Context: an optimization exercise on an open-source flow, tuned for small area, a short achievable clock period and few clock cycles per item. The choices shown serve that exercise and are no tape-out recipe. Function was checked by simulation only, so behaviour that the tests miss may differ from the original.

== exp/willow ==
==> flow/design.v (excerpt) <==
module cnn_top (
    clk,
    rst_n,
    start,
    done,
    data_bram_wen, data_bram_addr, data_bram_din,
    weight_bram_wen, weight_bram_addr, weight_bram_din,
    feature_bram_wen, feature_bram_addr, feature_bram_din,
    dense_w_bram_wen, dense_w_bram_addr, dense_w_bram_din,
    final_class_out
);
For scale: about 480 flip-flops.
make LEC_CHECK=0 CAP_MARGIN=20 CORE_MARGIN=2 CORE_UTILIZATION=60 CTS_BUF_LIST=sky130_fd_sc_hd__clkbuf_8 CTS_CLUSTER_DIAMETER=60 CTS_CLUSTER_SIZE=16 PLACE_DENSITY=0.75 SETUP_SLACK_MARGIN=3.8 SLEW_MARGIN=20 SYNTH_HIERARCHICAL=1 finish   # period 7.0 ns
run.sh (not shown) runs the stock make flow with config.mk's settings and CLKGATE_MAP_FILE= SYNTH_SCRIPT=/design/flow/synth_recipe.tcl, a recipe that flattens the netlist after the stock synthesis.
Testbench counts of exp/willow, summed over its fixed seeds: cycles 5,760, inferences 320.
[inputs] exp/indigo vs exp/willow
# exp/willow
export LEC_CHECK = 0
export CAP_MARGIN = 20
export CORE_MARGIN = 2
export CORE_UTILIZATION = 60
export CTS_BUF_LIST = sky130_fd_sc_hd__clkbuf_8
export CTS_CLUSTER_DIAMETER = 60
export CTS_CLUSTER_SIZE = 16
export PLACE_DENSITY = 0.75
export SETUP_SLACK_MARGIN = 3.8
export SLEW_MARGIN = 20
export SYNTH_HIERARCHICAL = 1
create_clock -name core_clock -period 7.0 [get_ports {clk}]
# exp/indigo
export LEC_CHECK = 0
export CAP_MARGIN = 20
export CORE_MARGIN = 2
export CORE_UTILIZATION = 70
export CTS_BUF_LIST = sky130_fd_sc_hd__clkbuf_8
export CTS_CLUSTER_DIAMETER = 60
export CTS_CLUSTER_SIZE = 16
export PLACE_DENSITY = 0.82
export SETUP_SLACK_MARGIN = 3.8
export SLEW_MARGIN = 20
export SYNTH_HIERARCHICAL = 1
create_clock -name core_clock -period 7.0 [get_ports {clk}]
[summary]
The lower count of buffers not belonging to the clock network in the layout of exp/willow and exp/indigo is in exp/willow.
The latest clock arrival within the worst-skew pair of exp/indigo and that of exp/willow are within noise of each other.
Of the two candidates, exp/willow has the better wire length and exp/indigo the worse one.
exp/indigo vs exp/willow, met1 usage went up by 4.8 points.
Lower core utilization was reported by exp/willow, not exp/indigo.
The following lists how exp/sierra was set up differently from exp/indigo:
# exp/indigo
export LEC_CHECK = 0
export CAP_MARGIN = 20
export CORE_MARGIN = 2
export CORE_UTILIZATION = 70
export CTS_BUF_LIST = sky130_fd_sc_hd__clkbuf_8
export CTS_CLUSTER_DIAMETER = 60
export CTS_CLUSTER_SIZE = 16
export PLACE_DENSITY = 0.82
export SETUP_SLACK_MARGIN = 3.8
export SLEW_MARGIN = 20
export SYNTH_HIERARCHICAL = 1
create_clock -name core_clock -period 7.0 [get_ports {clk}]
# exp/sierra
export LEC_CHECK = 0
export CAP_MARGIN = 20
export CORE_MARGIN = 2
export CORE_UTILIZATION = 60
export CTS_BUF_LIST = sky130_fd_sc_hd__clkbuf_8
export CTS_CLUSTER_DIAMETER = 60
export CTS_CLUSTER_SIZE = 16
export PLACE_DENSITY = 0.75
export SETUP_SLACK_MARGIN = 4.0
export SLEW_MARGIN = 20
export SYNTH_HIERARCHICAL = 1
create_clock -name core_clock -period 7.0 [get_ports {clk}]
Notes after the runs:
In exp/sierra relative to exp/indigo, non-clock buffer count had gone up by more than 100%. exp/indigo → exp/sierra: largest net degree at the start of global routing climbed 2, horizontal die dimension climbed 17 microns. exp/sierra vs exp/indigo on sequential share of layout area: exp/sierra is the lower one. Launching instance or port of the critical path = s2[15]: exp/sierra; launching instance or port of the critical path = s2[13]: exp/indigo. In the metrics for exp/indigo and exp/sierra, the one carrying the lower post-route clock period utilization is exp/sierra. | register-to-register setup slack | exp/sierra vs exp/indigo | better |.

[afterwards: timing with drivers on the ports]
The flow's constraints put no driver on any port. The routed layouts listed below were extracted and timed again, unchanged, in two steps.
Step 1, drivers: a clkbuf_16 drives clk and a buf_2 each remaining input, both assumed.
Step 2 adds t to the input delays and takes it off the output delays; t is the mean of the earliest and latest rising clock arrival at the registers after step 1. Input paths then give back, and output paths get back, about the clock's delay inside the block.
a / b / c = ideal ports / drivers / drivers and shift; a / b = the first two.
| run | shift t [ns] | setup slack, ns | hold WS [ns] | latest minus earliest clock arrival (ns) | pins driven straight from the clock port |
|---|---|---|---|---|---|
| exp/willow | 0.728 | 3.839 / 3.839 / 3.395 | 0.470 / 0.470 / 0.470 | 0.075 / 0.075 | 1 |
| exp/indigo | 0.715 | 3.767 / 3.767 / 3.412 | 0.472 / 0.472 / 0.472 | 0.038 / 0.038 | 1 |
| exp/sierra | 0.707 | 3.833 / 3.833 / 3.447 | 0.453 / 0.453 / 0.453 | 0.049 / 0.049 | 1 |
After both steps every run listed still meets setup and hold. The setup slack of exp/willow, which loses most, moves by 0.000 ns with the drivers and by -0.444 ns with both steps.
